Context: an optimization exercise on an open-source flow, tuned for small area. The choices shown serve that exercise and are no tape-out recipe. In this exercise RTL edits were held to simulation tests only and were not proved equivalent to the original. Power figures rest on the tool's default switching activity, not on a simulated workload.

### design/flow/design.v
module Divide_By_N_Counter (clk, enable, reset, OUT, COUNT);
    input clk, enable, reset;
    output reg [3:0] COUNT;
    output OUT;
    assign OUT = &COUNT;
    always @ (posedge clk or posedge reset) begin
        if (reset)
            COUNT <= 4'b0;
        else if (enable)
            COUNT <= COUNT + 1'b1;
    end
endmodule
module ClockGenNM(clock, enable, reset, N, Nout);
    input clock, enable, reset;
    input [31:0] N;
    output reg Nout;
    reg [31:0] d;
    wire        hit    = enable && ~|d[31:7];
    wire [7:0]  slo    = {1'b0, N[6:0]} + {1'b0, d[6:0]};
    wire [24:0] hi     = hit ? N[31:7] : d[31:7];
    wire        borrow = enable && !(hit && slo[7]);
    always @ (posedge clock, posedge reset)
    begin
        if (reset)
        begin
            Nout <= 1'b0;
            d    <= 32'b0;
        end
        else
        begin
            d[31:7] <= hi - borrow;
            if (hit)
            begin
                d[6:0] <= slo[6:0];
                Nout   <= ~Nout;
            end
        end
    end
endmodule
module BAUD_GEN(clk, enable, BRD, reset, Nout);
    input clk, reset, enable;
    input [31:0] BRD;
    output Nout;
    ClockGenNM baudGen
    (
        .clock  (clk),
        .enable (enable),
        .reset  (reset),
        .N      (BRD),
        .Nout   (Nout)
    );
endmodule
module FIFO(
        output reg [8:0] DataOut,
        output     [8:0] Head,
        input      [8:0] DataIn,
        input            read, write, clk, reset, ClearOV,
        output     [2:0] states
        );
        reg [4:0] top;
        reg       OV;
        reg [143:0] Stack;            
        wire Empty = top[4];
        wire Full  = (top == 5'd15);
        assign states = {Empty, Full, OV};
        assign Head = Stack[9*top[3:0] +: 9];
        wire do_read  = read && !Empty;
        wire do_write = write && !Full;
        always @ (posedge clk)
        begin
            if (do_write)
                Stack <= {Stack[134:0], DataIn};
        end
        always @ (posedge clk, posedge reset)
        begin
            if (reset) begin
                DataOut <= 9'b0;
                top     <= 5'b11111;
                OV      <= 1'b0;
            end
            else begin
                if (do_read)
                    DataOut <= Head;
                if (do_read && !do_write)
                    top <= top - 1'b1;
                else if (do_write && !do_read)
                    top <= top + 1'b1;
                if (write && Full)
                    OV <= 1'b1;
                else if (ClearOV)
                    OV <= 1'b0;
            end
        end
endmodule
module TXFIFO(
        output reg [8:0] DataOut,
        input      [8:0] DataIn,
        input            read, wreq, clk, reset, ClearOV,
        output     [2:0] states
        );
        reg [4:0] top;                
        reg       pend;
        reg       ovset;
        reg       OV;
        reg [143:0] Stack;            
        wire Empty = pend ? (top == 5'd0) : top[4];
        wire Full  = !pend && (top == 5'd15);
        assign states = {Empty, Full, OV};
        wire do_read = read && !Empty;
        wire shift   = wreq && !((top == 5'd15) && !do_read);
        always @ (posedge clk)
        begin
            if (shift)
                Stack <= {Stack[134:0], DataIn};
            if (do_read)
                DataOut <= Stack[9*top[3:0] +: 9];
        end
        always @ (posedge clk, posedge reset)
        begin
            if (reset) begin
                top     <= 5'b11111;
                pend    <= 1'b0;
                ovset   <= 1'b0;
                OV      <= 1'b0;
            end
            else begin
                pend  <= shift;
                ovset <= wreq && !shift;
                if (do_read && !shift)
                    top <= top - 1'b1;
                else if (shift && !do_read)
                    top <= top + 1'b1;
                if (ovset)
                    OV <= 1'b1;
                else if (ClearOV)
                    OV <= 1'b0;
            end
        end
endmodule
module RXFIFO(
        output     [8:0] Head,
        input      [8:0] DataIn,
        input            read, write, clk, reset, ClearOV,
        output     [2:0] states
        );
        reg [143:0] Ring;             
        reg [3:0] hp;                 
        reg [4:0] count;              
        reg       pend;               
        reg       OV;
        wire Empty = (count == 5'd0);
        wire Full  = count[4];
        assign states = {Empty, Full, OV};
        wire do_read  = read && !Empty;
        wire do_write = write && !Full;
        wire [3:0] tail = hp + count[3:0];
        wire put = do_write ? (tail == 4'd15) : (pend && tail == 4'd0);
        wire [8:0] even = Ring[18*hp[3:1] +: 9];
        reg  [8:0] even_q;
        always @ (posedge clk)
            even_q <= even;
        assign Head = (pend && count == 5'd1) ? DataIn : (hp[0] ? even_q : even);
        always @ (posedge clk)
        begin
            Ring <= {Ring[134:0], put ? DataIn : Ring[143:135]};
        end
        always @ (posedge clk, posedge reset)
        begin
            if (reset) begin
                hp    <= 4'd0;
                count <= 5'd0;
                pend  <= 1'b0;
                OV    <= 1'b0;
            end
            else begin
                hp <= hp + 1'b1 + do_read;
                if (do_read && !do_write)
                    count <= count - 1'b1;
                else if (do_write && !do_read)
                    count <= count + 1'b1;
                if (do_write)
                    pend <= (tail != 4'd15);
                else if (tail == 4'd0)
                    pend <= 1'b0;
                if (write && Full)
                    OV <= 1'b1;
                else if (ClearOV)
                    OV <= 1'b0;
            end
        end
endmodule
module TXRING(
        output reg [8:0] DataOut,
        input      [8:0] DataIn,
        input            read, wreq, clk, reset, ClearOV,
        output     [2:0] states
        );
        reg [143:0] Ring;             
        reg [8:0] held;               
        reg [3:0] hp;                 
        reg [4:0] count;              
        reg       inc;                
        reg       late;               
        reg       ovset;
        reg       OV;
        wire Empty = (count == 5'd0);
        wire Full  = count[4];
        assign states = {Empty, Full, OV};
        wire do_read = read && !Empty;
        wire take    = wreq && !(Full && !do_read);
        wire [3:0] tail = hp + count[3:0];
        wire       put  = (take && tail[0]) || late;
        wire [8:0] word = late ? held : DataIn;
        wire [2:0] pq   = tail[3:1] + 1'b1;       
        integer q;
        always @ (posedge clk)
        begin
            held <= DataIn;
            Ring <= {Ring[134:0], Ring[143:135]};
            for (q = 0; q < 8; q = q + 1)
                if (put && pq == q)
                    Ring[18*q +: 9] <= word;
            if (do_read)
                DataOut <= Ring[9*hp +: 9];
        end
        always @ (posedge clk, posedge reset)
        begin
            if (reset) begin
                hp    <= 4'd0;
                count <= 5'd0;
                inc   <= 1'b0;
                late  <= 1'b0;
                ovset <= 1'b0;
                OV    <= 1'b0;
            end
            else begin
                inc   <= take;
                late  <= take && !tail[0];
                ovset <= wreq && !take;
                hp    <= hp + 1'b1 + do_read;
                if (do_read && !inc)
                    count <= count - 1'b1;
                else if (inc && !do_read)
                    count <= count + 1'b1;
                if (ovset)
                    OV <= 1'b1;
                else if (ClearOV)
                    OV <= 1'b0;
            end
        end
endmodule
module TXRING17(
        output reg [8:0] DataOut,
        input      [8:0] DataIn,
        input            read, wreq, clk, reset, ClearOV,
        output     [2:0] states
        );
        reg [152:0] Ring;             
        reg [8:0] held;               
        reg [4:0] hp;                 
        reg [4:0] count;              
        reg       inc;                
        reg       late;               
        reg       ovset;
        reg       cp;                 
        reg       OV;
        wire Empty = (count == 5'd0);
        wire Full  = count[4];
        assign states = {Empty, Full, OV};
        wire do_read = read && !Empty;
        wire take    = wreq && !(Full && !do_read);
        wire [5:0] tsum = hp + count;
        wire [4:0] tail = (tsum >= 6'd17) ? tsum - 6'd17 : tsum[4:0];
        wire       odd  = tail[0] || (tail == 5'd16);
        wire       put  = (take && odd) || late;
        wire [8:0] word = late ? held : DataIn;
        wire [4:0] pq   = (tail == 5'd16) ? 5'd0 : tail + 1'b1;
        wire [5:0] hsum = hp + 1'b1 + do_read;
        wire [4:0] hp_n = (hsum >= 6'd17) ? hsum - 6'd17 : hsum[4:0];
        wire grab = (do_read && hp == 5'd16) || (cp && hp == 5'd0);
        integer q;
        always @ (posedge clk)
        begin
            held <= DataIn;
            Ring <= {Ring[143:0], Ring[152:144]};
            for (q = 0; q <= 16; q = q + 2)
                if (put && pq == q)
                    Ring[9*q +: 9] <= word;
            if (grab)
                DataOut <= Ring[152:144];
        end
        always @ (posedge clk, posedge reset)
        begin
            if (reset) begin
                hp    <= 5'd0;
                count <= 5'd0;
                inc   <= 1'b0;
                late  <= 1'b0;
                ovset <= 1'b0;
                cp    <= 1'b0;
                OV    <= 1'b0;
            end
            else begin
                inc   <= take;
                late  <= take && !odd;
                ovset <= wreq && !take;
                hp    <= hp_n;
                cp    <= (do_read && hp != 5'd16) || (cp && hp != 5'd0);
                if (do_read && !inc)
                    count <= count - 1'b1;
                else if (inc && !do_read)
                    count <= count + 1'b1;
                if (ovset)
                    OV <= 1'b1;
                else if (ClearOV)
                    OV <= 1'b0;
            end
        end
endmodule
module transmitter (
    input       clk,
    input       reset,
    input       tx_tick,           
    input       tx_request,        
    input [8:0] tx_data,           
    input [1:0] parityMode,        
    input       wordSize,          
    output      tx_take,           
    output reg  tx_out             
    );
    parameter A        = 4'd0,    
              G        = 4'd6,    
              H        = 4'd7,    
              I        = 4'd8,    
              J        = 4'd9,    
              START    = 4'd10,   
              IDLE     = 4'd11,   
              IDLE_REQ = 4'd12;   
    reg [3:0] state;
    reg [3:0] COUNT;
    wire pulse  = &COUNT;                        
    wire commit = tx_tick && (COUNT == 4'd14);   
    wire parity = (parityMode != 2'b0);
    assign tx_take = !pulse && (state == IDLE) && !tx_request;
    always @ (posedge clk or posedge reset)
    begin
        if (reset)
            COUNT <= 4'b0;
        else if (tx_tick)
            COUNT <= COUNT + 1'b1;
    end
    always @ (posedge clk or posedge reset)
    begin
        if (reset)
        begin
            state  <= IDLE;
            tx_out <= 1'b1;
        end
        else if (!pulse)
        begin
            if (state == START)
                tx_out <= 1'b0;
            else if (state == J)
                tx_out <= 1'b1;
            else if (state <= I)
                tx_out <= tx_data[state];
            if (commit)
            begin
                if (state == IDLE)
                    state <= tx_request ? IDLE : START;
                else if (state == IDLE_REQ)
                    state <= START;
                else if (state == G)
                    state <= wordSize ? H : (parity ? I : J);
                else if (state == H)
                    state <= parity ? I : J;
                else if (state == J)
                    state <= IDLE;
                else if (state == START)
                    state <= A;
                else
                    state <= state + 1'b1;
            end
            else if (tx_take)
                state <= IDLE_REQ;
        end
    end
endmodule
module reciever (
    input       clk,
    input       reset,
    input       rx_tick,           
    input [1:0] parityMode,        
    input       wordSize,          
    output reg  FE,                
    input       clearFE,
    input       rxIn_pin,          
    output      rx_done,           
    output reg [8:0] rx_data       
    );
    parameter FINDFALLINGEDGE = 4'd0,
              VERIFYSTART     = 4'd1,
              B0              = 4'd2,
              B6              = 4'd8,
              B7              = 4'd9,
              BP              = 4'd10,
              STOP            = 4'd11,
              IDLE            = 4'd12;
    reg [3:0] state;
    reg       lag;
    reg [3:0] phase;
    reg       maj;         
    reg       same;        
    wire last_phase = (phase == 4'd15);
    wire in_bit = rx_tick && !lag &&
                  (state != IDLE) && (state != FINDFALLINGEDGE);
    wire decide = in_bit && last_phase;
    wire parity = (parityMode != 2'b0);
    assign rx_done = decide && (state == STOP);
    always @ (posedge clk or posedge reset)
    begin
        if (reset)
            FE <= 1'b0;
        else if (rx_done && !maj)
            FE <= 1'b1;
        else if (clearFE)
            FE <= 1'b0;
    end
    always @ (posedge clk)
    begin
        if (in_bit)
        begin
            if (phase == 4'd7)
                maj <= rxIn_pin;
            if (phase == 4'd8)
                same <= (rxIn_pin == maj);
            if (phase == 4'd9 && !same)
                maj <= rxIn_pin;
        end
        if (decide)
        begin
            if (state >= B0 && state <= B6)
                rx_data[6:0] <= {maj, rx_data[6:1]};
            if ((state == B6 && !wordSize && !parity) ||
                (state == B7 && !parity))
                rx_data[8] <= 1'b0;
            if (state == BP)
                rx_data[8] <= maj;
        end
    end
    always @ (posedge clk or posedge reset)
    begin
        if (reset)
            rx_data[7] <= 1'b0;
        else if (decide)
        begin
            if (state == B6 && !wordSize && !parity)
                rx_data[7] <= 1'b0;
            if (state == B7)
                rx_data[7] <= maj;
        end
    end
    always @ (posedge clk or posedge reset)
    begin
        if (reset)
        begin
            state   <= IDLE;
            lag     <= 1'b0;
            phase   <= 4'b0;
        end
        else if (rx_tick)
        begin
            if (lag)
            begin
                lag <= 1'b0;
                if (state != VERIFYSTART)
                    phase <= phase + 1'b1;
            end
            else if (state == IDLE)
            begin
                phase <= rxIn_pin ? phase + 1'b1 : 4'd0;
                if (phase >= 4'd8)
                begin
                    state <= FINDFALLINGEDGE;
                    lag   <= 1'b1;
                end
            end
            else if (state == FINDFALLINGEDGE)
            begin
                if (!rxIn_pin)
                begin
                    state <= VERIFYSTART;
                    lag   <= 1'b1;
                    phase <= 4'd0;
                end
            end
            else
            begin
                phase <= phase + 1'b1;
                if (last_phase)
                begin
                    lag <= 1'b1;
                    if (state == VERIFYSTART)
                        state <= maj ? IDLE : B0;
                    else if (state < B6)
                        state <= state + 1'b1;
                    else if (state == B6)
                        state <= (!wordSize && !parity) ? STOP :
                                 (wordSize ? B7 : BP);
                    else if (state == B7)
                        state <= parity ? BP : STOP;
                    else if (state == BP)
                        state <= STOP;
                    else
                        state <= IDLE;
                end
            end
        end
    end
endmodule
module uart (
    clk,
    reset,
    address,
    chipselect,
    writedata,
    readdata,
    write,
    read,
    uart_clk_out,
    uart_rx,
    uart_tx
);
    input   clk, reset;
    input            read, write, chipselect;
    input [2:0]      address;
    input [31:0]     writedata;
    output reg [31:0] readdata;
    input        uart_rx;
    output       uart_clk_out;
    output       uart_tx;
    reg [6:0]  STATUS;
    reg [31:0] CONTROL;
    reg [31:0] BRD;
    reg last_write;
    reg last_read;
    reg rdFIFO;
    reg W1C_STROBE;
    reg clr_rxo, clr_txo, clr_fe;
    wire [8:0] rx_head;
    wire [8:0] tx_word;
    wire [2:0] states_txfifo;
    wire [2:0] states_rxfifo;
    wire       FE;
    wire sel = chipselect;
    wire wr_data = write && sel && (address == 3'd0) && !last_write;
    wire wr_stat = write && sel && (address == 3'd1) && !W1C_STROBE;
    wire wr_ctrl = write && sel && (address == 3'd2);
    wire wr_brd  = write && sel && (address == 3'd3);
    wire rd_data = read && sel && (address == 3'd0) && !last_read;
    always @ (posedge clk or posedge reset)
    begin
        if (reset)
        begin
            last_write <= 1'b0;
            last_read  <= 1'b0;
        end
        else
        begin
            last_write <= write;
            last_read  <= read;
        end
    end
    always @ (posedge clk or posedge reset)
    begin
        if (reset)
        begin
            readdata <= 32'b0;
            rdFIFO   <= 1'b0;
        end
        else
        begin
            rdFIFO <= rd_data;
            if (read && sel && (address == 3'd1))
                readdata <= {25'b0, STATUS};
            else if (read && sel && (address == 3'd2))
                readdata <= CONTROL;
            else if (read && sel && (address == 3'd3))
                readdata <= BRD;
            else if (rdFIFO)
                readdata <= {23'b0, states_rxfifo[2] ? 9'b0 : rx_head};
        end
    end
    always @ (posedge clk or posedge reset)
    begin
        if (reset)
            STATUS <= 7'b010_0100;
        else if (W1C_STROBE)
            STATUS <= STATUS & ~{clr_fe, 2'b00, clr_txo, 2'b00, clr_rxo};
        else
            STATUS <= {FE, states_txfifo, states_rxfifo};
    end
    always @ (posedge clk or posedge reset)
    begin
        if (reset)
        begin
            CONTROL    <= 32'd0;
            BRD        <= 32'b0;
            W1C_STROBE <= 1'b0;
            clr_rxo    <= 1'b0;
            clr_txo    <= 1'b0;
            clr_fe     <= 1'b0;
        end
        else
        begin
            W1C_STROBE <= wr_stat && (writedata[0] || writedata[3] || writedata[6] || writedata[7]);
            clr_rxo    <= wr_stat && writedata[0];
            clr_txo    <= wr_stat && writedata[3];
            clr_fe     <= wr_stat && writedata[6];
            if (wr_ctrl)
                CONTROL <= writedata;
            else
                CONTROL[4] <= uart_clk_out;
            if (wr_brd)
                BRD <= writedata;
        end
    end
    wire baud;
    reg  baud_q;
    BAUD_GEN baudGen
    (
        .clk    (clk),
        .enable (CONTROL[3]),
        .reset  (reset),
        .BRD    (BRD),
        .Nout   (baud)
    );
    assign uart_clk_out = baud;
    always @ (posedge clk or posedge reset)
    begin
        if (reset)
            baud_q <= 1'b0;
        else
            baud_q <= baud;
    end
    wire tick = baud && !baud_q;
    wire tx_take;
    reg  tx_take_q;
    reg  rd_tx_fifo;
    wire rx_done;
    reg  rx_done_q;
    reg  wr_rx_fifo;
    always @ (posedge clk or posedge reset)
    begin
        if (reset)
        begin
            tx_take_q   <= 1'b0;
            rd_tx_fifo  <= 1'b0;
            rx_done_q   <= 1'b0;
            wr_rx_fifo  <= 1'b0;
        end
        else
        begin
            tx_take_q   <= tx_take;
            rd_tx_fifo  <= tx_take_q;
            rx_done_q   <= rx_done;
            wr_rx_fifo  <= rx_done_q;
        end
    end
    transmitter tx
    (
        .clk        (clk),
        .reset      (reset),
        .tx_tick    (tick),
        .tx_request (STATUS[5]),
        .tx_data    (tx_word),
        .parityMode (CONTROL[2:1]),
        .wordSize   (CONTROL[0]),
        .tx_take    (tx_take),
        .tx_out     (uart_tx)
    );
    TXRING17 txfifo
    (
        .DataIn   (writedata[8:0]),
        .DataOut  (tx_word),
        .wreq     (wr_data),
        .read     (rd_tx_fifo),
        .clk      (clk),
        .reset    (reset),
        .states   (states_txfifo),
        .ClearOV  (clr_txo)
    );
    wire [8:0] received;
    reciever rx
    (
        .clk        (clk),
        .reset      (reset),
        .rx_tick    (tick),
        .parityMode (CONTROL[2:1]),
        .wordSize   (CONTROL[0]),
        .FE         (FE),
        .clearFE    (clr_fe),
        .rxIn_pin   (uart_rx),
        .rx_done    (rx_done),
        .rx_data    (received)
    );
    RXFIFO rxfifo
    (
        .DataIn   (received),
        .Head     (rx_head),
        .write    (wr_rx_fifo),
        .read     (rdFIFO),
        .clk      (clk),
        .reset    (reset),
        .states   (states_rxfifo),
        .ClearOV  (clr_rxo)
    );
endmodule
### design/flow/flow/run.sh
#!/bin/bash
# Own layout flow: the standard ORFS flow (standard.sh, the standard flow's synthesis
# script) with these changes:
#  - Yosys's ABC step maps for area (flow/abc_area.script in place of ORFS's
#    abc_speed.script; the registers are mapped before ABC and do not change);
#  - port buffers use the smallest buffer (buf_1) instead of clkdlybuf4s50_1;
#  - clock tree: clkbuf_8 leaf buffers, 18-sink clusters, no dummy loads.
set -euo pipefail
here=$(pwd)
rm -rf "$here/scripts"
cp -r "$FLOW_HOME/scripts" "$here/scripts"
cp "$here/flow/abc_area.script" "$here/scripts/abc_speed.script"
export SCRIPTS_DIR="$here/scripts"
export BUFFER_PORTS_ARGS="-buffer_cell sky130_fd_sc_hd__buf_1"
export CTS_ARGS="-sink_clustering_enable -repair_clock_nets -dont_use_dummy_load -buf_list sky130_fd_sc_hd__clkbuf_8 -sink_clustering_size 18 -sink_clustering_max_diameter 60"
bash standard.sh > standard_flow.log 2>&1
### design/flow/flow/abc_area.script
strash
dch -f
amap
### design/flow/standard.sh
#!/bin/bash
# synth_recipe.tcl (not shown) runs the flow's synth.tcl, then flattens the netlist and writes it again
# the make line also repeats each setting of config.mk as NAME=value (left out here)
make -C /OpenROAD-flow-scripts/flow DESIGN_CONFIG=/design/flow/config.mk WORK_HOME=/design/flow/orfs CLKGATE_MAP_FILE= SYNTH_SCRIPT=/design/flow/synth_recipe.tcl "${@:-finish}"
### design/flow/config.mk
export PLATFORM = sky130hd
export DESIGN_NAME = uart
export DESIGN_NICKNAME = uart
export VERILOG_FILES = /design/flow/design.v
export SDC_FILE = /design/flow/constraint.sdc
export NUM_CORES = 4
export LEC_CHECK = 0
export CAP_MARGIN = 20
export CORE_MARGIN = 2
export CORE_UTILIZATION = 72
export PLACE_DENSITY = 0.8
export SLEW_MARGIN = 20
### design/flow/constraint.sdc
create_clock -name core_clock -period 10.0 [get_ports {clk}]
set_input_delay 2.0000 -clock core_clock [delete_from_list [all_inputs] [get_ports {clk}]]
set_output_delay 2.0000 -clock core_clock [all_outputs]
set_load 0.01 [all_outputs]
==> out/results.md, run 1 <==
| Quantity | Value | Unit |
| --- | --- | --- |
| Outcome | timing/DRC/antenna clean | - |
| Setup TNS after final layout | 0 | ps |
| Share of layout cells above drive strength 1 | 3.998 | % |
| Signal arrival time at the worst endpoint | 5830 | ps |
| Placer's final routability congestion estimate | 0.9551 | - |
| Overall die area | 26020 | µm² |
| Area grow syn2layout | 7.485 | % |
| Vias in the first global route | 12.16k | - |
| Aggregate global routing overflow | 0 | - |
| Number of design rule violations left after detail routing | 0 | - |
| Via-to-Cell Ratio | 6.273 | - |
| Critical path startpoint category | flop | - |
| Static power due to leakage | 7.421 | nW |
| Setup repair after global routing missed its margin | false | - |
| Highest net fanout along the worst path | 10 | - |
| Total vias in the final route | 12.23k | - |
| Number of enable-type register cells in the synthesized netlist | 19 | - |
| Hold violation total from the final report | 0 | - |
| Seq cells post-synth | 528 | - |
| Pin count of the biggest net entering global routing | 123 | - |
| Cell Area, Synth | 17820 | µm² |
| Count of antenna diodes in the layout | 0 | - |
| Slew margin rel. | 23.80 | % |
| Finish-stage setup viols | 0 | - |
| Clock slew at reported path FFs | 100 | ps |
| WHS Endpoint | txfifo.Ring[117]$_DFF_P_ | - |
| Hold path startpoint | txfifo.Ring[108]$_DFF_P_ | - |
| Total clock buffers created by CTS | 38 | - |
| DIE WIDTH | 161.3 | µm |
| Critical setup path kind | flop to flop | - |
| R2R cell count | 20 | - |
| Number of sinks on the clock net | 528 | - |
| Clock latency on the worst-skew pair | 580 | ps |
| Synthesized area per cell | 11.86 | µm² |
| Final number of max-transition violations | 0 | - |
| Clock tree skew after final layout | 66.05 | ps |
| Resized cells post-CTS | 0 | - |
| Worst min-delay path class | flop to flop | - |
| Final WL | 38.14 | mm |
| Starting Density | 73.27 | % |
| Core Footprint | 24320 | µm² |
| Clock buffer depth | 3 | - |
| Required time reported for the critical path endpoint | 10460 | ps |
| H-tree depth | 2 | - |
| Average detailed-routed wire length per instance | 19.56 | µm |
| Remaining antenna violation count | 0 | - |
| Post CTS Setup Buffer Count | 0 | - |
| Synthesized instance count | 1502 | - |
| Wire length of the first global-routing pass | 62.54 | mm |
| Port Buf Inserts | 74 | - |
| TritonCTS clock tree | yes | - |
| Total number of yosys warnings | 6 | - |
| Antenna violations before repair | 0 | - |
| Count of max-cap constraint violations | 0 | - |
| Most frequently used flop master after synthesis | sky130_fd_sc_hd__dfxtp_1 | - |
| # IOs | 75 | - |
| Worst setup EP type | flop | - |
| Beginning of the worst register-to-register path | txfifo.count[2]$_DFFE_PP0P_ | - |
| Worst IR Drop VDD | 0.1835 | mV |
| Die Span Y | 161.3 | µm |
| Design area | 19150 | µm² |
| Site row count | 57 | - |
| Post-Place Cell Area | 18620 | µm² |
| Master cell of the clock root buffer | sky130_fd_sc_hd__clkbuf_8 | - |
| Final worst path period share | 53.71 | % |
| Transition at the pin with the smallest max-transition slack | 1143 | ps |
| R2R setup slack | 4630 | ps |
| Number of nets in the layout | 1715 | - |
| End of the worst register-to-register path | txfifo.Ring[108]$_DFF_P_ | - |
| Hold path cells | 0 | - |
| Netlist cell types | 45 | - |
| Worst Hold Margin | 322.3 | ps |
| Shortest period the worst path allows | 5371 | ps |
| Total global routing track utilization | 30.10 | % |
| Drt first pass iters | 6 | - |
| Sequential area share after synthesis | 65.89 | % |
| Number of buffers inserted for hold repair after clock tree synthesis | 0 | - |
| Power Total | 3.866 | mW |
| Detailed placement HPWL | 25.59 | mm |
| FFs w/ async S/R, synth | 36.74 | % |
| Synthesized netlist net count | 1589 | - |
| Highest achievable clock rate | 186.2 | MHz |
| 1st-iter DRT viols | 1262 | - |
| Pwr/cell area | 201.9 | nW/µm² |
how the worst max path moves through the flow:
stage	startpoint	to	slack, ps	cells after the start
after floorplan	baudGen.baudGen.d[14]$_DFF_PP0_	baudGen.baudGen.d[27]$_DFF_PP0_	2450	19
final	txfifo.count[2]$_DFFE_PP0P_	txfifo.Ring[108]$_DFF_P_	4630	20
after detailed placement	txfifo.count[2]$_DFFE_PP0P_	txfifo.Ring[109]$_DFF_P_	4760	20
after global placement	txfifo.count[2]$_DFFE_PP0P_	txfifo.Ring[92]$_DFF_P_	4950	20
after global routing	txfifo.count[2]$_DFFE_PP0P_	txfifo.Ring[95]$_DFF_P_	4010	20
after CTS	txfifo.count[2]$_DFFE_PP0P_	txfifo.Ring[108]$_DFF_P_	4760	20
cell type report:
type                            instances  area, µm²
Timing Repair Buffer                   86      375.4
Sequential cell                       528      11740
Tap cell                              324      405.4
Fill cell                            1553       5166
Inverter                              172      653.1
Clock buffer                           38      523.0
Multi-Input combinational cell        802       5455
synth_stat cells (11+ instances only):
| master | number | area (µm²) |
|---|---|---|
| sky130_fd_sc_hd__a211oi_1 | 11 | 82.58 |
| sky130_fd_sc_hd__a21oi_1 | 61 | 305.3 |
| sky130_fd_sc_hd__a222oi_1 | 32 | 320.3 |
| sky130_fd_sc_hd__a22oi_1 | 17 | 127.6 |
| sky130_fd_sc_hd__clkinv_1 | 172 | 645.6 |
| sky130_fd_sc_hd__dfrtp_1 | 186 | 4654 |
| sky130_fd_sc_hd__dfxtp_1 | 315 | 6306 |
| sky130_fd_sc_hd__edfxtp_1 | 19 | 570.6 |
| sky130_fd_sc_hd__ha_1 | 42 | 525.5 |
| sky130_fd_sc_hd__nand2_1 | 57 | 214.0 |
| sky130_fd_sc_hd__nand3_1 | 18 | 90.09 |
| sky130_fd_sc_hd__nor2_1 | 135 | 506.7 |
| sky130_fd_sc_hd__nor3_1 | 25 | 125.1 |
| sky130_fd_sc_hd__nor4_1 | 13 | 81.33 |
| sky130_fd_sc_hd__o21ai_0 | 36 | 180.2 |
| sky130_fd_sc_hd__o221ai_1 | 25 | 219.0 |
| sky130_fd_sc_hd__o22a_1 | 162 | 1419 |
| sky130_fd_sc_hd__o22ai_1 | 60 | 375.4 |
placed cells by master, fill, tap and decap left out, drive strengths merged, types with 6 or more instances in the layout:
master  netlist  layout
o21ai        36      36
or3           9       9
o22ai        60      60
a221oi        6       6
nor2        135     135
clkinv      172     171
buf           0      86
a211oi       11      11
nand3        18      18
a31oi        10      10
nor2b         9       9
nor3         25      25
dfxtp       315     315
dfrtp       186     186
nand4         8       8
clkbuf        0      38
a222oi       32      32
nor4         13      13
o32a          6       6
a21oi        61      61
ha           42      42
dfstp         8       8
nand2        57      57
a22oi        17      17
o221ai       25      25
edfxtp       19      19
o22a        162     162
metal layers:
metal  GRT usage (%)  wire (µm)  part of all wire, %
met5               0          0                    0
met4           9.943       1061                  2.8
met3           4.263       2251                  5.9
met2           48.25      18000                   47
met1           43.05      16830                   44
critical path, cell delays in order, from the launching register on:
cell                       delay, ps
sky130_fd_sc_hd__dfrtp_1         430
sky130_fd_sc_hd__ha_1            360
sky130_fd_sc_hd__clkinv_1         80
sky130_fd_sc_hd__nor2_1           40
sky130_fd_sc_hd__a221oi_1        340
sky130_fd_sc_hd__nor2_1          110
sky130_fd_sc_hd__a21oi_1         240
sky130_fd_sc_hd__nor3_1          120
sky130_fd_sc_hd__nand2b_1         90
sky130_fd_sc_hd__a21oi_1          60
sky130_fd_sc_hd__o21ai_0         140
sky130_fd_sc_hd__clkinv_1        230
sky130_fd_sc_hd__nor4_1          340
sky130_fd_sc_hd__a21oi_1         180
sky130_fd_sc_hd__nor4_1          460
sky130_fd_sc_hd__or2_0           200
sky130_fd_sc_hd__a21oi_1         130
sky130_fd_sc_hd__or3_1           360
sky130_fd_sc_hd__nor2_1          580
sky130_fd_sc_hd__clkinv_1        460
sky130_fd_sc_hd__o22a_1          330
cells by family after synthesis:
group                      count (synthesis)  synth area share (%)
AOI/OAI and AO/OA                        456                 19.39
xor gates and xnor gates                   6                0.2949
DFF                                      528                 65.89
adders and majority gates                 46                 3.398
buffers and inverters                    172                 3.623
and+or+nand+nor                          294                 7.401
stage by stage:
step	worst slack, ps	util (%)	std cells
2_1_floorplan	2452	-	1502
3_3_place_gp	4945	76.51	1910
3_5_place_dp	4762	76.58	1911
4_1_cts	4756	78.73	1949
5_1_grt	4009	78.76	1950
6_report	4629	78.76	1950
state kept, by name, indices dropped and copies added, names as in the netlist, 7 cells and up:
register,flops
txfifo.Ring,153
baudGen.baudGen.d,32
readdata,32
rxfifo.even_q,9
BRD,32
STATUS,7
txfifo.DataOut,9
rxfifo.Ring,144
txfifo.held,9
CONTROL,32
rx.rx_data,9
report_power, final:
group	internal (mW)	total, mW	switching, mW
clock network	0.343	0.945	0.602
registers	2.31	2.43	0.122
logic	0.210	0.488	0.278
==> inputs of run 2 (changes only) <==
--- a/design/flow/config.mk
+++ b/design/flow/config.mk
@@ -9,4 +9,4 @@
 export CORE_MARGIN = 2
-export CORE_UTILIZATION = 72
-export PLACE_DENSITY = 0.8
+export CORE_UTILIZATION = 65
+export PLACE_DENSITY = 0.75
 export SLEW_MARGIN = 20
==> out/results.md, run 2 <==
| Quantity | Value | Unit |
| --- | --- | --- |
| Met1 routing resource usage after global routing | 38.02 | % |
| Setup TNS after final layout | 0 | ps |
| TritonCTS clock tree | yes | - |
| Starting Density | 66.12 | % |
| Resized cells post-CTS | 0 | - |
| Setup repair after global routing missed its margin | false | - |
| Static power due to leakage | 7.434 | nW |
| Mux cell area share after synthesis | 0 | % |
| Final core occ | 71.25 | % |
| Clock buffer depth | 3 | - |
| Final WL | 37.79 | mm |
| Master cell of the clock root buffer | sky130_fd_sc_hd__clkbuf_8 | - |
| Finish-stage setup viols | 0 | - |
| Combinational group share of total power | 12.6 | % |
| Design internal power | 2.872 | mW |
| Switching share of power | 26.00 | % |
| Sequential area share after synthesis | 65.89 | % |
| Simple logic cell fraction of the synthesized area | 7.401 | % |
| Die Span Y | 169.6 | µm |
| Cell seen most often among critical-path stages | sky130_fd_sc_hd__a21oi_1 | - |
| Transition at the pin with the smallest max-transition slack | 1151 | ps |
| Cell class contributing the biggest share of worst-path delay | simple AND/OR/NAND/NOR gates | - |
| Arithmetic-cell share of the synthesized area counting full adders, half adders and majority gates | 3.398 | % |
| Most frequently used cell type in the post-synthesis netlist | sky130_fd_sc_hd__dfxtp_1 | - |
| Overall die area | 28760 | µm² |
| Antenna violations before repair | 1 | - |
| Main area contributors after synthesis | sky130_fd_sc_hd__dfxtp_1 (35%), sky130_fd_sc_hd__dfrtp_1 (26%), sky130_fd_sc_hd__o22a_1 (8.0%) | - |
| Critical path startpoint category | flop | - |
| Port Buf Inserts | 74 | - |
| Clock latency on the worst-skew pair | 590 | ps |
| Layer with the highest usage after global routing | met2 | - |
| Ranking of synthesized cells by instance count | sky130_fd_sc_hd__dfxtp_1 (315), sky130_fd_sc_hd__dfrtp_1 (186), sky130_fd_sc_hd__clkinv_1 (172) | - |
| Core Footprint | 26950 | µm² |
| Number of enable-type register cells in the synthesized netlist | 19 | - |
| WHS Endpoint | rxfifo.Ring[98]$_DFF_P_ | - |
| # IOs | 75 | - |
| Signal arrival time at the worst endpoint | 5680 | ps |
| Register bank with the most flops | txfifo.Ring | - |
| Total vias in the final route | 12.11k | - |
| Total clock buffers created by CTS | 39 | - |
| FFs w/ async S/R, synth | 36.74 | % |
| Registers with the most flip-flops | txfifo.Ring: 153 flops, rxfifo.Ring: 144 flops | - |
| Shortest period the worst path allows | 5203 | ps |
| Cell Area, Synth | 17820 | µm² |
| Number of sinks on the clock net | 528 | - |
| Aggregate global routing overflow | 0 | - |
| Clock tree skew after final layout | 96.09 | ps |
| Seq cells post-synth | 528 | - |
| Total global routing track utilization | 26.59 | % |
| Met3 usage | 4.688 | % |
| Synthesized-area fraction occupied by ao, oa, aoi and oai cells | 19.39 | % |
| Total number of yosys warnings | 6 | - |
| Main combinational cell family by area after synthesis | compound AO/OA/AOI/OAI gates | - |
| Vias in the first global route | 11.69k | - |
| Buf/Inv on CP | 3 | - |
| Post-synthesis cell type with the largest combined area | sky130_fd_sc_hd__dfxtp_1 | - |
| Share of total power in the clock network | 24.8 | % |
| H-tree depth | 2 | - |
| Worst setup EP type | flop | - |
| Design area | 19200 | µm² |
| Netlist cell types | 45 | - |
| XOR/XNOR Fraction of Synth Area | 0.2949 | % |
| Site row count | 60 | - |
| Number of design rule violations left after detail routing | 0 | - |
| Beginning of the worst register-to-register path | txfifo.count[2]$_DFFE_PP0P_ | - |
| Most frequently used flop master after synthesis | sky130_fd_sc_hd__dfxtp_1 | - |
| Synth top area share | 35.39 | % |
| Area grow syn2layout | 7.766 | % |
| Required time reported for the critical path endpoint | 10480 | ps |
| End of the worst register-to-register path | txfifo.Ring[36]$_DFF_P_ | - |
| Synthesized area per cell | 11.86 | µm² |
| Highest achievable clock rate | 192.2 | MHz |
| Highest net fanout along the worst path | 10 | - |
| Share of layout cells above drive strength 1 | 4.057 | % |
| Most frequent cells in the layout | sky130_fd_sc_hd__dfxtp_1 (315), sky130_fd_sc_hd__dfrtp_1 (186), sky130_fd_sc_hd__clkinv_1 (171) | - |
| Via-to-Cell Ratio | 6.151 | - |
| Placer's final routability congestion estimate | 0.8831 | - |
| 1st-iter DRT viols | 1054 | - |
| Hold path cells | 0 | - |
| Outcome | timing/DRC/antenna clean | - |
| Number of flip-flops under the largest register name | 153 | - |
| R2R setup slack | 4800 | ps |
| Net switching power | 1.009 | mW |
| Synthesized netlist net count | 1589 | - |
| Global-route met2 utilization | 42.31 | % |
| Post CTS Setup Buffer Count | 0 | - |
| Master of the slowest instance on the critical path | sky130_fd_sc_hd__nor2_1 | - |
| Commonest non-fill, non-tap cell in the layout | sky130_fd_sc_hd__dfxtp_1 | - |
| Critical setup path kind | flop to flop | - |
| Final worst path period share | 52.03 | % |
| Post-Place Cell Area | 18640 | µm² |
| Final number of max-transition violations | 0 | - |
| Number of nets in the layout | 1716 | - |
| R2R cell count | 20 | - |
| Average detailed-routed wire length per instance | 19.19 | µm |
| Synthesized instance count | 1502 | - |
| Number of buffers inserted for hold repair after clock tree synthesis | 0 | - |
| Slew margin rel. | 23.24 | % |
| Clock slew at reported path FFs | 100 | ps |
| Crit path cell chain | ha_1 > clkinv_1 > nor2_1 > a221oi_1 > nor2_1 > a21oi_1 > nor3_1 > nand2b_1 > a21oi_1 > o21ai_0 > clkinv_1 > nor4_1 > a21oi_1 > nor4_1 > or2_0 > a21oi_1 > or3_1 > nor2_1 > clkinv_1 > o22a_1 | - |
| Count of max-cap constraint violations | 0 | - |
| Pin count of the biggest net entering global routing | 123 | - |
| Drt first pass iters | 5 | - |
| Pwr/cell area | 202.1 | nW/µm² |
| DIE WIDTH | 169.6 | µm |
| Critical Path Max Stage Delay | 550 | ps |
| Hold path startpoint | rxfifo.Ring[89]$_DFF_P_ | - |
| Detailed placement HPWL | 25.18 | mm |
| Hold violation total from the final report | 0 | - |
| Worst IR Drop VDD | 0.1604 | mV |
| Remaining antenna violation count | 0 | - |
| Wire length of the first global-routing pass | 60.95 | mm |
| Filler Cells Inserted | 1973 | - |
| Worst min-delay path class | flop to flop | - |
| Fraction of power consumed by sequential logic | 62.6 | % |
-- run 2: cell counts after synthesis --
Identical to the previous run, type by type.
-- run 2: worst reg2reg max path, stage by stage (launching register included) --
cell                       delay [ps]
sky130_fd_sc_hd__dfrtp_1          420
sky130_fd_sc_hd__ha_1             360
sky130_fd_sc_hd__clkinv_1          80
sky130_fd_sc_hd__nor2_1            50
sky130_fd_sc_hd__a221oi_1         330
sky130_fd_sc_hd__nor2_1            90
sky130_fd_sc_hd__a21oi_1          230
sky130_fd_sc_hd__nor3_1           120
sky130_fd_sc_hd__nand2b_1          80
sky130_fd_sc_hd__a21oi_1           60
sky130_fd_sc_hd__o21ai_0          140
sky130_fd_sc_hd__clkinv_1         220
sky130_fd_sc_hd__nor4_1           290
sky130_fd_sc_hd__a21oi_1          200
sky130_fd_sc_hd__nor4_1           430
sky130_fd_sc_hd__or2_0            220
sky130_fd_sc_hd__a21oi_1          170
sky130_fd_sc_hd__or3_1            360
sky130_fd_sc_hd__nor2_1           550
sky130_fd_sc_hd__clkinv_1         450
sky130_fd_sc_hd__o22a_1           320
-- run 2: cells by family after synthesis --
group	Yosys count
fa+ha+maj	46
buf+inv	172
simple gates	294
xor+xnor	6
flops	528
compound gates	456
-- run 2: per-layer routing --
metal / wire length, µm / part of all wire, %
met5: 0 / 0
met1: 17430 / 46
met3: 2097 / 5.5
met4: 764 / 2.0
met2: 17500 / 46
-- run 2: cell type report --
cell class | instances | area (µm²) | area share, %
repair buffers | 86 | 387.9 | 2.020
well taps | 341 | 426.7 | 2.222
diodes | 1 | 2.502 | 0.01303
inverters | 172 | 653.1 | 3.401
flip-flops and latches | 528 | 11740 | 61.14
clock buffers | 39 | 536.8 | 2.795
multi-input cells | 802 | 5455 | 28.41
-- run 2: metrics by stage --
stage	setup WS (ps)	hold WS, ps	instances	power, mW
after floorplan	2452	309.6	1502	2.802
after global placement	4874	309.7	1928	2.937
after detailed placement	4732	312.1	1928	2.959
after CTS	4837	299.7	1967	3.903
after global routing	4240	308.2	1969	4.064
final	4797	302.8	1969	3.881
-- run 2: worst max path at each step --
stage	start	to	slack [ps]	cells past startpoint
3_3_place_gp	address[0]	txfifo.Ring[92]$_DFF_P_	4870	10
3_5_place_dp	address[0]	txfifo.Ring[36]$_DFF_P_	4730	10
2_1_floorplan	baudGen.baudGen.d[14]$_DFF_PP0_	baudGen.baudGen.d[27]$_DFF_PP0_	2450	19
4_1_cts	txfifo.count[2]$_DFFE_PP0P_	txfifo.Ring[36]$_DFF_P_	4840	20
5_1_grt	txfifo.count[2]$_DFFE_PP0P_	txfifo.Ring[36]$_DFF_P_	4240	20
6_report	txfifo.count[2]$_DFFE_PP0P_	txfifo.Ring[36]$_DFF_P_	4800	20
-- run 2: power by group through the flow --
stage,sequential [mW],clock (mW),combinational [mW]
global route,2.45,1.06,0.552
detailed placement,2.47,0,0.486
finish,2.43,0.964,0.488
CTS,2.43,0.986,0.489
global placement,2.47,0,0.470
floorplan,2.45,0,0.356
==> inputs of run 3 (changes only) <==
--- a/design/flow/design.v
+++ b/design/flow/design.v
@@ -319,2 +319,72 @@
 endmodule
+module TXRING16(
+        output reg [8:0] DataOut,
+        input      [8:0] DataIn,
+        input            read, wreq, clk, reset, ClearOV,
+        output     [2:0] states
+        );
+        reg [143:0] Ring;             
+        reg [8:0] held;               
+        reg [3:0] hp;                 
+        reg [4:0] count;              
+        reg       inc;                
+        reg       late;               
+        reg       wait_cp;            
+        reg       ovset;
+        reg       cp;                 
+        reg       OV;
+        wire Empty = (count == 5'd0);
+        wire Full  = count[4];
+        assign states = {Empty, Full, OV};
+        wire do_read = read && !Empty;
+        wire take    = wreq && !(Full && !do_read);
+        wire [3:0] tail = hp + count[3:0];
+        wire grab  = (do_read && hp == 4'd15) || (cp && hp == 4'd0);
+        wire clash = (do_read || cp) && !grab && (tail == hp + do_read - 1'b1);
+        wire put_now  = take && tail[0] && !clash;
+        wire put_held = late || (wait_cp && grab);
+        wire [8:0] word = put_held ? held : DataIn;
+        wire [2:0] pq   = put_held && !late ? 3'd0 : tail[3:1] + 1'b1;
+        integer q;
+        always @ (posedge clk)
+        begin
+            if (take)
+                held <= DataIn;
+            Ring <= {Ring[134:0], Ring[143:135]};
+            for (q = 0; q < 8; q = q + 1)
+                if ((put_now || put_held) && pq == q)
+                    Ring[18*q +: 9] <= word;
+            if (grab)
+                DataOut <= Ring[143:135];
+        end
+        always @ (posedge clk, posedge reset)
+        begin
+            if (reset) begin
+                hp      <= 4'd0;
+                count   <= 5'd0;
+                inc     <= 1'b0;
+                late    <= 1'b0;
+                wait_cp <= 1'b0;
+                ovset   <= 1'b0;
+                cp      <= 1'b0;
+                OV      <= 1'b0;
+            end
+            else begin
+                inc     <= take;
+                late    <= take && !tail[0] && !clash;
+                wait_cp <= (take && clash) || (wait_cp && !grab);
+                ovset   <= wreq && !take;
+                hp      <= hp + 1'b1 + do_read;
+                cp      <= (do_read && hp != 4'd15) || (cp && hp != 4'd0);
+                if (do_read && !inc)
+                    count <= count - 1'b1;
+                else if (inc && !do_read)
+                    count <= count + 1'b1;
+                if (ovset)
+                    OV <= 1'b1;
+                else if (ClearOV)
+                    OV <= 1'b0;
+            end
+        end
+endmodule
 module transmitter (
@@ -681,3 +751,3 @@
     );
-    TXRING17 txfifo
+    TXRING16 txfifo
     (
==> out/results.md, run 3 <==
| Quantity | Value | Unit |
| --- | --- | --- |
| Area grow syn2layout | 7.807 | % |
| Most frequently used flop master after synthesis | sky130_fd_sc_hd__dfxtp_1 | - |
| Site row count | 59 | - |
| Clock buffer depth | 3 | - |
| Overall die area | 28150 | µm² |
| H-tree depth | 2 | - |
| Clock tree skew after final layout | 87.53 | ps |
| Post-Place Cell Area | 18230 | µm² |
| Total number of yosys warnings | 6 | - |
| Antenna violations before repair | 2 | - |
| Synthesized area per cell | 12.03 | µm² |
| Placer's final routability congestion estimate | 0.8672 | - |
| Worst min-delay path class | flop to flop | - |
| Via-to-Cell Ratio | 6.183 | - |
| Power Total | 3.965 | mW |
| Port Buf Inserts | 74 | - |
| Final WL | 37.05 | mm |
| Hold violation total from the final report | 0 | - |
| Layer with the highest usage after global routing | met2 | - |
| Number of enable-type register cells in the synthesized netlist | 28 | - |
| Hold path cells | 0 | - |
| Share of layout cells above drive strength 1 | 4.196 | % |
| Starting Density | 66.54 | % |
| Required time reported for the critical path endpoint | 10450 | ps |
| Number of sinks on the clock net | 519 | - |
| Detailed placement HPWL | 24.54 | mm |
| Netlist cell types | 46 | - |
| Outcome | timing/DRC/antenna clean | - |
| Crit path cell chain | or4b_1 > nor3_1 > nand3_1 > clkinv_1 > o22ai_1 > ha_1 > ha_1 > and3_1 > nand2_1 > nor2_1 > nand3_1 > nor2_1 > clkinv_1 > nor3_1 > clkinv_1 > nor3_1 > clkinv_1 > nor2_1 > clkinv_1 > nor4_1 > nor2_1 > a21oi_1 | - |
| Slew margin rel. | 27.97 | % |
| Aggregate global routing overflow | 0 | - |
| Met1 routing resource usage after global routing | 39.84 | % |
| Pwr/cell area | 210.9 | nW/µm² |
| # IOs | 75 | - |
| Commonest non-fill, non-tap cell in the layout | sky130_fd_sc_hd__dfxtp_1 | - |
| Count of max-cap constraint violations | 0 | - |
| Die Span Y | 167.8 | µm |
| Combinational group share of total power | 14.0 | % |
| Filler Cells Inserted | 1876 | - |
| Main area contributors after synthesis | sky130_fd_sc_hd__dfxtp_1 (34%), sky130_fd_sc_hd__dfrtp_1 (27%), sky130_fd_sc_hd__o22a_1 (7.5%) | - |
| Critical Path Max Stage Delay | 710 | ps |
| Average detailed-routed wire length per instance | 19.40 | µm |
| Post CTS Setup Buffer Count | 0 | - |
| Transition at the pin with the smallest max-transition slack | 1080 | ps |
| Setup slack after placement | 4449 | ps |
| Post-route worst setup slack | 4961 | ps |
| Finish-stage setup viols | 0 | - |
| Static power due to leakage | 7.358 | nW |
| TritonCTS clock tree | yes | - |
| Setup repair after global routing missed its margin | false | - |
| Critical path startpoint category | flop | - |
| Ranking of synthesized cells by instance count | sky130_fd_sc_hd__dfxtp_1 (297), sky130_fd_sc_hd__dfrtp_1 (186), sky130_fd_sc_hd__clkinv_1 (167) | - |
| Post-synthesis cell type with the largest combined area | sky130_fd_sc_hd__dfxtp_1 | - |
| Final number of max-transition violations | 0 | - |
| Setup TNS after final layout | 0 | ps |
| Fraction of power consumed by sequential logic | 62.2 | % |
| Signal arrival time at the worst endpoint | 5490 | ps |
| Remaining antenna violation count | 0 | - |
| Share of total power in the clock network | 23.8 | % |
| Synth top area share | 34.10 | % |
| Drt first pass iters | 9 | - |
| Seq cells post-synth | 519 | - |
| Worst setup EP type | flop | - |
| FFs w/ async S/R, synth | 37.38 | % |
| Total clock buffers created by CTS | 38 | - |
| Pin count of the biggest net entering global routing | 120 | - |
| R2R setup slack | 4960 | ps |
| Number of nets in the layout | 1659 | - |
| Synthesized netlist net count | 1534 | - |
| Most frequent cells in the layout | sky130_fd_sc_hd__dfxtp_1 (297), sky130_fd_sc_hd__dfrtp_1 (186), sky130_fd_sc_hd__clkinv_1 (165) | - |
| 1st-iter DRT viols | 1000 | - |
| Number of design rule violations left after detail routing | 0 | - |
| Switching share of power | 26.47 | % |
| DIE WIDTH | 167.8 | µm |
| Clock slew at reported path FFs | 100 | ps |
| # placed instances | 1869 | - |
| Clock latency on the worst-skew pair | 590 | ps |
| Worst IR Drop VDD | 0.1695 | mV |
| Final worst path period share | 50.39 | % |
| Registers with the most flip-flops | rxfifo.Ring: 144 flops, txfifo.Ring: 144 flops | - |
| Number of buffers inserted for hold repair after clock tree synthesis | 0 | - |
| Total vias in the final route | 11.81k | - |
| Net switching power | 1.049 | mW |
| Highest achievable clock rate | 198.5 | MHz |
| Master of the slowest instance on the critical path | sky130_fd_sc_hd__clkinv_1 | - |
| Sequential area share after synthesis | 66.82 | % |
| Met3 usage | 3.315 | % |
| Most frequently used cell type in the post-synthesis netlist | sky130_fd_sc_hd__dfxtp_1 | - |
| Core Footprint | 26210 | µm² |
| R2R cell count | 22 | - |
| Vias in the first global route | 11.47k | - |
| Global-route met2 utilization | 42.15 | % |
| Resized cells post-CTS | 0 | - |
| Cell Area, Synth | 17440 | µm² |
| Wire length of the first global-routing pass | 60.38 | mm |
| Master cell of the clock root buffer | sky130_fd_sc_hd__clkbuf_8 | - |
| Total global routing track utilization | 26.76 | % |
| Cell seen most often among critical-path stages | sky130_fd_sc_hd__clkinv_1 | - |
| Synthesized instance count | 1450 | - |
| Highest net fanout along the worst path | 31 | - |
| Design area | 18800 | µm² |
| Critical setup path kind | flop to flop | - |
| Design internal power | 2.915 | mW |
| Count of non-filler cells in the finished layout | 1910 | - |
| Shortest period the worst path allows | 5039 | ps |
==> run 3: routing by layer <==
layer / vias to the layer above / share of wire, %
met2: 320 / 46
li1: 5572 / -
met5: - / 0
met4: 0 / 2.1
met1: 5853 / 47
met3: 64 / 5.0
==> run 3: final timing paths <==
kind                                          from                         endpoint
setup / recovery            CONTROL[3]$_DFFE_PP0P_  baudGen.baudGen.d[31]$_DFF_PP0_
hold / removal             rxfifo.Ring[12]$_DFF_P_          rxfifo.Ring[21]$_DFF_P_
min in group asynchronous                    reset           txfifo.hp[1]$_DFF_PP0_
setup reg to reg            CONTROL[3]$_DFFE_PP0P_  baudGen.baudGen.d[31]$_DFF_PP0_
max in group asynchronous                    reset         readdata[18]$_DFFE_PP0P_
hold reg to reg            rxfifo.Ring[12]$_DFF_P_          rxfifo.Ring[21]$_DFF_P_
==> run 3: logic make-up after synthesis <==
logic type      Yosys count  synth area share (%)
compound gates          446                 19.25
xor+xnor                  2                0.1005
fa+ha+maj                43                 3.258
buf+inv                 167                 3.595
flops                   519                 66.82
simple gates            273                 6.975
==> run 3: worst max-delay path, delay by kind of cell (launching register included) <==
family | cells | cell delay [ps]
AO/OA/AOI/OAI | 2 | 580
adder cells (fa/ha/maj) | 2 | 380
buffers and inverters | 5 | 1210
flip-flops | 1 | 450
AND/OR/NAND/NOR | 13 | 2270
==> run 3: power groups by stage <==
| stage | Clock, mW | Sequential, mW | Combinational, mW |
|---|---|---|---|
| 2_1_floorplan | 0 | 2.47 | 0.414 |
| 3_3_place_gp | 0 | 2.50 | 0.536 |
| 3_5_place_dp | 0 | 2.51 | 0.557 |
| 4_1_cts | 0.960 | 2.46 | 0.561 |
| 5_1_grt | 1.04 | 2.49 | 0.631 |
| 6_report | 0.943 | 2.47 | 0.556 |
==> run 3: layout make-up <==
type	count	area, µm²	share of cell area [%]
sequential	519	11650	61.98
multi-input combinational	764	5185	27.58
inverter	167	634.4	3.375
clock buffer	38	523.0	2.782
tap	335	419.2	2.230
timing repair buffer	85	380.4	2.023
antenna	2	5.005	0.02662
==> run 3: metrics by stage <==
stage               hold slack, ps  utilization (%)
finish                       307.5            71.73
global placement             309.7            69.57
global route                 308.4            71.73
CTS                          303.6            71.57
floorplan                    309.6                -
detailed placement           312.1            69.57
==> inputs of run 4 (changes only) <==
--- a/design/flow/design.v
+++ b/design/flow/design.v
@@ -52,89 +52,2 @@
 endmodule
-module FIFO(
-        output reg [8:0] DataOut,
-        output     [8:0] Head,
-        input      [8:0] DataIn,
-        input            read, write, clk, reset, ClearOV,
-        output     [2:0] states
-        );
-        reg [4:0] top;
-        reg       OV;
-        reg [143:0] Stack;            
-        wire Empty = top[4];
-        wire Full  = (top == 5'd15);
-        assign states = {Empty, Full, OV};
-        assign Head = Stack[9*top[3:0] +: 9];
-        wire do_read  = read && !Empty;
-        wire do_write = write && !Full;
-        always @ (posedge clk)
-        begin
-            if (do_write)
-                Stack <= {Stack[134:0], DataIn};
-        end
-        always @ (posedge clk, posedge reset)
-        begin
-            if (reset) begin
-                DataOut <= 9'b0;
-                top     <= 5'b11111;
-                OV      <= 1'b0;
-            end
-            else begin
-                if (do_read)
-                    DataOut <= Head;
-                if (do_read && !do_write)
-                    top <= top - 1'b1;
-                else if (do_write && !do_read)
-                    top <= top + 1'b1;
-                if (write && Full)
-                    OV <= 1'b1;
-                else if (ClearOV)
-                    OV <= 1'b0;
-            end
-        end
-endmodule
-module TXFIFO(
-        output reg [8:0] DataOut,
-        input      [8:0] DataIn,
-        input            read, wreq, clk, reset, ClearOV,
-        output     [2:0] states
-        );
-        reg [4:0] top;                
-        reg       pend;
-        reg       ovset;
-        reg       OV;
-        reg [143:0] Stack;            
-        wire Empty = pend ? (top == 5'd0) : top[4];
-        wire Full  = !pend && (top == 5'd15);
-        assign states = {Empty, Full, OV};
-        wire do_read = read && !Empty;
-        wire shift   = wreq && !((top == 5'd15) && !do_read);
-        always @ (posedge clk)
-        begin
-            if (shift)
-                Stack <= {Stack[134:0], DataIn};
-            if (do_read)
-                DataOut <= Stack[9*top[3:0] +: 9];
-        end
-        always @ (posedge clk, posedge reset)
-        begin
-            if (reset) begin
-                top     <= 5'b11111;
-                pend    <= 1'b0;
-                ovset   <= 1'b0;
-                OV      <= 1'b0;
-            end
-            else begin
-                pend  <= shift;
-                ovset <= wreq && !shift;
-                if (do_read && !shift)
-                    top <= top - 1'b1;
-                else if (shift && !do_read)
-                    top <= top + 1'b1;
-                if (ovset)
-                    OV <= 1'b1;
-                else if (ClearOV)
-                    OV <= 1'b0;
-            end
-        end
-endmodule
 module RXFIFO(
@@ -191,130 +104,2 @@
 endmodule
-module TXRING(
-        output reg [8:0] DataOut,
-        input      [8:0] DataIn,
-        input            read, wreq, clk, reset, ClearOV,
-        output     [2:0] states
-        );
-        reg [143:0] Ring;             
-        reg [8:0] held;               
-        reg [3:0] hp;                 
-        reg [4:0] count;              
-        reg       inc;                
-        reg       late;               
-        reg       ovset;
-        reg       OV;
-        wire Empty = (count == 5'd0);
-        wire Full  = count[4];
-        assign states = {Empty, Full, OV};
-        wire do_read = read && !Empty;
-        wire take    = wreq && !(Full && !do_read);
-        wire [3:0] tail = hp + count[3:0];
-        wire       put  = (take && tail[0]) || late;
-        wire [8:0] word = late ? held : DataIn;
-        wire [2:0] pq   = tail[3:1] + 1'b1;       
-        integer q;
-        always @ (posedge clk)
-        begin
-            held <= DataIn;
-            Ring <= {Ring[134:0], Ring[143:135]};
-            for (q = 0; q < 8; q = q + 1)
-                if (put && pq == q)
-                    Ring[18*q +: 9] <= word;
-            if (do_read)
-                DataOut <= Ring[9*hp +: 9];
-        end
-        always @ (posedge clk, posedge reset)
-        begin
-            if (reset) begin
-                hp    <= 4'd0;
-                count <= 5'd0;
-                inc   <= 1'b0;
-                late  <= 1'b0;
-                ovset <= 1'b0;
-                OV    <= 1'b0;
-            end
-            else begin
-                inc   <= take;
-                late  <= take && !tail[0];
-                ovset <= wreq && !take;
-                hp    <= hp + 1'b1 + do_read;
-                if (do_read && !inc)
-                    count <= count - 1'b1;
-                else if (inc && !do_read)
-                    count <= count + 1'b1;
-                if (ovset)
-                    OV <= 1'b1;
-                else if (ClearOV)
-                    OV <= 1'b0;
-            end
-        end
-endmodule
-module TXRING17(
-        output reg [8:0] DataOut,
-        input      [8:0] DataIn,
-        input            read, wreq, clk, reset, ClearOV,
-        output     [2:0] states
-        );
-        reg [152:0] Ring;             
-        reg [8:0] held;               
-        reg [4:0] hp;                 
-        reg [4:0] count;              
-        reg       inc;                
-        reg       late;               
-        reg       ovset;
-        reg       cp;                 
-        reg       OV;
-        wire Empty = (count == 5'd0);
-        wire Full  = count[4];
-        assign states = {Empty, Full, OV};
-        wire do_read = read && !Empty;
-        wire take    = wreq && !(Full && !do_read);
-        wire [5:0] tsum = hp + count;
-        wire [4:0] tail = (tsum >= 6'd17) ? tsum - 6'd17 : tsum[4:0];
-        wire       odd  = tail[0] || (tail == 5'd16);
-        wire       put  = (take && odd) || late;
-        wire [8:0] word = late ? held : DataIn;
-        wire [4:0] pq   = (tail == 5'd16) ? 5'd0 : tail + 1'b1;
-        wire [5:0] hsum = hp + 1'b1 + do_read;
-        wire [4:0] hp_n = (hsum >= 6'd17) ? hsum - 6'd17 : hsum[4:0];
-        wire grab = (do_read && hp == 5'd16) || (cp && hp == 5'd0);
-        integer q;
-        always @ (posedge clk)
-        begin
-            held <= DataIn;
-            Ring <= {Ring[143:0], Ring[152:144]};
-            for (q = 0; q <= 16; q = q + 2)
-                if (put && pq == q)
-                    Ring[9*q +: 9] <= word;
-            if (grab)
-                DataOut <= Ring[152:144];
-        end
-        always @ (posedge clk, posedge reset)
-        begin
-            if (reset) begin
-                hp    <= 5'd0;
-                count <= 5'd0;
-                inc   <= 1'b0;
-                late  <= 1'b0;
-                ovset <= 1'b0;
-                cp    <= 1'b0;
-                OV    <= 1'b0;
-            end
-            else begin
-                inc   <= take;
-                late  <= take && !odd;
-                ovset <= wreq && !take;
-                hp    <= hp_n;
-                cp    <= (do_read && hp != 5'd16) || (cp && hp != 5'd0);
-                if (do_read && !inc)
-                    count <= count - 1'b1;
-                else if (inc && !do_read)
-                    count <= count + 1'b1;
-                if (ovset)
-                    OV <= 1'b1;
-                else if (ClearOV)
-                    OV <= 1'b0;
-            end
-        end
-endmodule
 module TXRING16(
@@ -354,3 +139,3 @@
             for (q = 0; q < 8; q = q + 1)
-                if ((put_now || put_held) && pq == q)
+                if ((put_now || put_held) && pq == q[2:0])
                     Ring[18*q +: 9] <= word;
@@ -468,4 +253,8 @@
     output      rx_done,           
-    output reg [8:0] rx_data       
+    output     [8:0] rx_data       
     );
+    reg [6:0] rx_lo;       
+    reg       rx_b7;       
+    reg       rx_b8;       
+    assign rx_data = {rx_b8, rx_b7, rx_lo};
     parameter FINDFALLINGEDGE = 4'd0,
@@ -512,8 +301,8 @@
             if (state >= B0 && state <= B6)
-                rx_data[6:0] <= {maj, rx_data[6:1]};
+                rx_lo <= {maj, rx_lo[6:1]};
             if ((state == B6 && !wordSize && !parity) ||
                 (state == B7 && !parity))
-                rx_data[8] <= 1'b0;
+                rx_b8 <= 1'b0;
             if (state == BP)
-                rx_data[8] <= maj;
+                rx_b8 <= maj;
         end
@@ -523,3 +312,3 @@
         if (reset)
-            rx_data[7] <= 1'b0;
+            rx_b7 <= 1'b0;
         else if (decide)
@@ -527,5 +316,5 @@
             if (state == B6 && !wordSize && !parity)
-                rx_data[7] <= 1'b0;
+                rx_b7 <= 1'b0;
             if (state == B7)
-                rx_data[7] <= maj;
+                rx_b7 <= maj;
         end
==> out/results.md, run 4 <==
| Quantity | Value | Unit |
| --- | --- | --- |
| Outcome | timing/DRC/antenna clean | - |
| Total global routing track utilization | 26.13 | % |
| Total vias in the final route | 11.75k | - |
| Number of design rule violations left after detail routing | 0 | - |
| Sequential area share after synthesis | 66.82 | % |
| Setup slack after placement | 4490 | ps |
| Transition at the pin with the smallest max-transition slack | 1049 | ps |
| Highest achievable clock rate | 196.6 | MHz |
| Post-synthesis cell type with the largest combined area | sky130_fd_sc_hd__dfxtp_1 | - |
| Resized cells post-CTS | 0 | - |
| Beginning of the worst register-to-register path | baudGen.baudGen.d[25]$_DFF_PP0_ | - |
| Average detailed-routed wire length per instance | 19.16 | µm |
| Vias in the first global route | 11.36k | - |
| Clock latency on the worst-skew pair | 570 | ps |
| Number of nets in the layout | 1660 | - |
| Critical setup path kind | flop to flop | - |
| Main area contributors after synthesis | sky130_fd_sc_hd__dfxtp_1 (34%), sky130_fd_sc_hd__dfrtp_1 (27%), sky130_fd_sc_hd__o22a_1 (7.5%) | - |
| Clock tree skew after final layout | 86.37 | ps |
| H-tree depth | 2 | - |
| Synth top area share | 34.10 | % |
| Most frequently used flop master after synthesis | sky130_fd_sc_hd__dfxtp_1 | - |
| Static power due to leakage | 7.362 | nW |
| Most frequent cells in the layout | sky130_fd_sc_hd__dfxtp_1 (297), sky130_fd_sc_hd__dfrtp_1 (186), sky130_fd_sc_hd__clkinv_1 (166) | - |
| TritonCTS clock tree | yes | - |
| Registers with the most flip-flops | rxfifo.Ring: 144 flops, txfifo.Ring: 144 flops | - |
| Starting Density | 66.54 | % |
| Number of buffers inserted for hold repair after clock tree synthesis | 0 | - |
| Count of max-cap constraint violations | 0 | - |
| Synthesized instance count | 1450 | - |
| Most frequently used cell type in the post-synthesis netlist | sky130_fd_sc_hd__dfxtp_1 | - |
| Hold violation total from the final report | 0 | - |
| Crit path cell chain | or4_1 > nor3_1 > nand3_1 > buf_4 > o22ai_1 > ha_1 > ha_1 > and3_1 > nand2_1 > nor2_1 > nand3_1 > nor2_1 > clkinv_1 > nor3_1 > clkinv_1 > nor3_1 > clkinv_1 > nor2_1 > clkinv_1 > nor4_1 > nor2_1 > a21oi_1 | - |
| Pin count of the biggest net entering global routing | 124 | - |
| Number of enable-type register cells in the synthesized netlist | 28 | - |
| Number of sinks on the clock net | 519 | - |
| Slew margin rel. | 29.76 | % |
| Critical Path Max Stage Delay | 550 | ps |
| Master of the slowest instance on the critical path | sky130_fd_sc_hd__or4_1 | - |
| Post CTS Setup Buffer Count | 0 | - |
| Overall die area | 28150 | µm² |
| Worst setup EP type | flop | - |
| Master cell of the clock root buffer | sky130_fd_sc_hd__clkbuf_8 | - |
| Detailed placement HPWL | 24.49 | mm |
| # IOs | 75 | - |
| DIE WIDTH | 167.8 | µm |
| Highest net fanout along the worst path | 26 | - |
| Worst IR Drop VDD | 0.1669 | mV |
| Commonest non-fill, non-tap cell in the layout | sky130_fd_sc_hd__dfxtp_1 | - |
| Finish-stage setup viols | 0 | - |
| Total number of yosys warnings | 6 | - |
| Post-route worst setup slack | 4912 | ps |
| Signal arrival time at the worst endpoint | 5550 | ps |
| Area grow syn2layout | 7.786 | % |
| Placer's final routability congestion estimate | 0.8540 | - |
| Antenna violations before repair | 2 | - |
| Cell Area, Synth | 17440 | µm² |
| Via-to-Cell Ratio | 6.151 | - |
| Crit path launch | baudGen.baudGen.d[25]$_DFF_PP0_ | - |
| Core Footprint | 26210 | µm² |
| Seq cells post-synth | 519 | - |
| Critical path startpoint category | flop | - |
| Setup TNS after final layout | 0 | ps |
| FFs w/ async S/R, synth | 37.38 | % |
| Die Span Y | 167.8 | µm |
| Drt first pass iters | 6 | - |
| Cell class contributing the biggest share of worst-path delay | simple AND/OR/NAND/NOR gates | - |
| Final worst path period share | 50.88 | % |
| Hold path startpoint | rxfifo.Ring[89]$_DFF_P_ | - |
| Final core occ | 71.72 | % |
| Clock slew at reported path FFs | 110 | ps |
| Worst min-delay path class | flop to flop | - |
| Remaining antenna violation count | 0 | - |
| Shortest period the worst path allows | 5088 | ps |
| Clock buffer depth | 3 | - |
| Buf/Inv on CP | 5 | - |
| Port Buf Inserts | 74 | - |
| Synthesized area per cell | 12.03 | µm² |
| 1st-iter DRT viols | 987 | - |
| Final number of max-transition violations | 0 | - |
| Share of layout cells above drive strength 1 | 4.066 | % |
| Required time reported for the critical path endpoint | 10460 | ps |
| Site row count | 59 | - |
| Ranking of synthesized cells by instance count | sky130_fd_sc_hd__dfxtp_1 (297), sky130_fd_sc_hd__dfrtp_1 (186), sky130_fd_sc_hd__clkinv_1 (167) | - |
| Aggregate global routing overflow | 0 | - |
| Total clock buffers created by CTS | 37 | - |
| Wire length of the first global-routing pass | 59.20 | mm |
| Pwr/cell area | 210.2 | nW/µm² |
| Netlist cell types | 46 | - |
| Setup repair after global routing missed its margin | false | - |
| Final WL | 36.60 | mm |
| Synthesized netlist net count | 1534 | - |
run 4: where the power goes:
group	internal (mW)	switching (mW)
Sequential	2.32	0.144
Combinational	0.251	0.310
Clock	0.334	0.592
Total	2.91	1.04
run 4: worst paths after layout:
check / to / slack [ps] / cells past startpoint
max reg2reg: baudGen.baudGen.d[31]$_DFF_PP0_ / 4910 / 22
min in group asynchronous: CONTROL[24]$_DFFE_PP0P_ / 1570 / 2
max: baudGen.baudGen.d[31]$_DFF_PP0_ / 4910 / 22
max in group asynchronous: rx.rx_b7$_DFFE_PP0P_ / 6820 / 3
min reg2reg: rxfifo.Ring[98]$_DFF_P_ / 310 / 0
min: rxfifo.Ring[98]$_DFF_P_ / 310 / 0
run 4: cell type report:
type                    instances  area, µm²
flip-flops and latches        519      11650
fillers                      1888       7412
multi-input cells             764       5175
inverters                     167      634.4
clock buffers                  37      509.2
well taps                     335      419.2
repair buffers                 87      402.9
diodes                          1      2.502
run 4: per-stage QoR:
step	std cells	hold WS, ps	power [mW]	cell area, µm²
after floorplan	1450	309.6	2.887	17440
final	1910	307.4	3.951	18790
after global routing	1910	309.4	4.141	18790
after global placement	1870	310.0	3.037	18240
after detailed placement	1870	312.1	3.065	18240
after CTS	1907	304.3	3.971	18750
run 4: logic make-up (layout without fill, tap and decap cells):
| group | after synthesis | in the layout | synth area share (%) |
|---|---|---|---|
| flip-flops | 519 | 519 | 66.82 |
| AO/OA/AOI/OAI | 446 | 446 | 19.25 |
| AND/OR/NAND/NOR | 273 | 273 | 6.975 |
| buffers and inverters | 167 | 291 | 3.595 |
| adder cells (fa/ha/maj) | 43 | 43 | 3.258 |
| XOR/XNOR | 2 | 2 | 0.1005 |
| other | 0 | 1 | 0 |
run 4: metal layers:
| layer | track usage, % | vias up | wire (µm) |
|---|---|---|---|
| li1 | - | 5587 | - |
| met1 | 38.80 | 5737 | 17090 |
| met2 | 40.95 | 363 | 16620 |
| met3 | 4.090 | 59 | 2273 |
| met4 | 6.389 | 2 | 603 |
| met5 | 0 | - | 16 |
run 4: worst reg2reg max path: stages, from the launching register on:
cell and delay, ps:
sky130_fd_sc_hd__dfrtp_1 390, sky130_fd_sc_hd__or4_1 550, sky130_fd_sc_hd__nor3_1 220, sky130_fd_sc_hd__nand3_1 370
sky130_fd_sc_hd__buf_4 370, sky130_fd_sc_hd__o22ai_1 170, sky130_fd_sc_hd__ha_1 210, sky130_fd_sc_hd__ha_1 190
sky130_fd_sc_hd__and3_1 170, sky130_fd_sc_hd__nand2_1 70, sky130_fd_sc_hd__nor2_1 170, sky130_fd_sc_hd__nand3_1 150
sky130_fd_sc_hd__nor2_1 170, sky130_fd_sc_hd__clkinv_1 100, sky130_fd_sc_hd__nor3_1 310, sky130_fd_sc_hd__clkinv_1 160
sky130_fd_sc_hd__nor3_1 310, sky130_fd_sc_hd__clkinv_1 140, sky130_fd_sc_hd__nor2_1 170, sky130_fd_sc_hd__clkinv_1 110
sky130_fd_sc_hd__nor4_1 320, sky130_fd_sc_hd__nor2_1 70, sky130_fd_sc_hd__a21oi_1 140

==> afterwards: timing with drivers on the ports <==
The results above use ideal ports. As a check the final layouts listed here were re-extracted and re-timed, cells and wires unchanged.
Step 1: set_driving_cell puts a clkbuf_16 on clk and a buf_2 on each other input, an assumption about the parent block.
Step 2 adds t to the input delays and takes it off the output delays; t is the mean of the earliest and latest rising clock arrival at the registers after step 1. Input paths then give back, and output paths get back, about the clock's delay inside the block.
a / b / c = ideal / step 1 / step 2; a / b = the first two.
run	shift t [ns]	setup slack, ns	worst setup path after step 2	worst data-port slew with drivers (ns)
run 1	0.588	4.629 / 4.629 / 4.629	register to register	0.06
run 2	0.586	4.797 / 4.797 / 4.707	input to register	0.08
run 3	0.587	4.961 / 4.961 / 4.478	input to register	0.09
run 4	0.574	4.912 / 4.912 / 4.510	input to register	0.07
After both steps setup and hold are still met in every run listed. The setup slack of run 3, which loses most, moves by 0.000 ns with the drivers and by -0.483 ns with both steps.
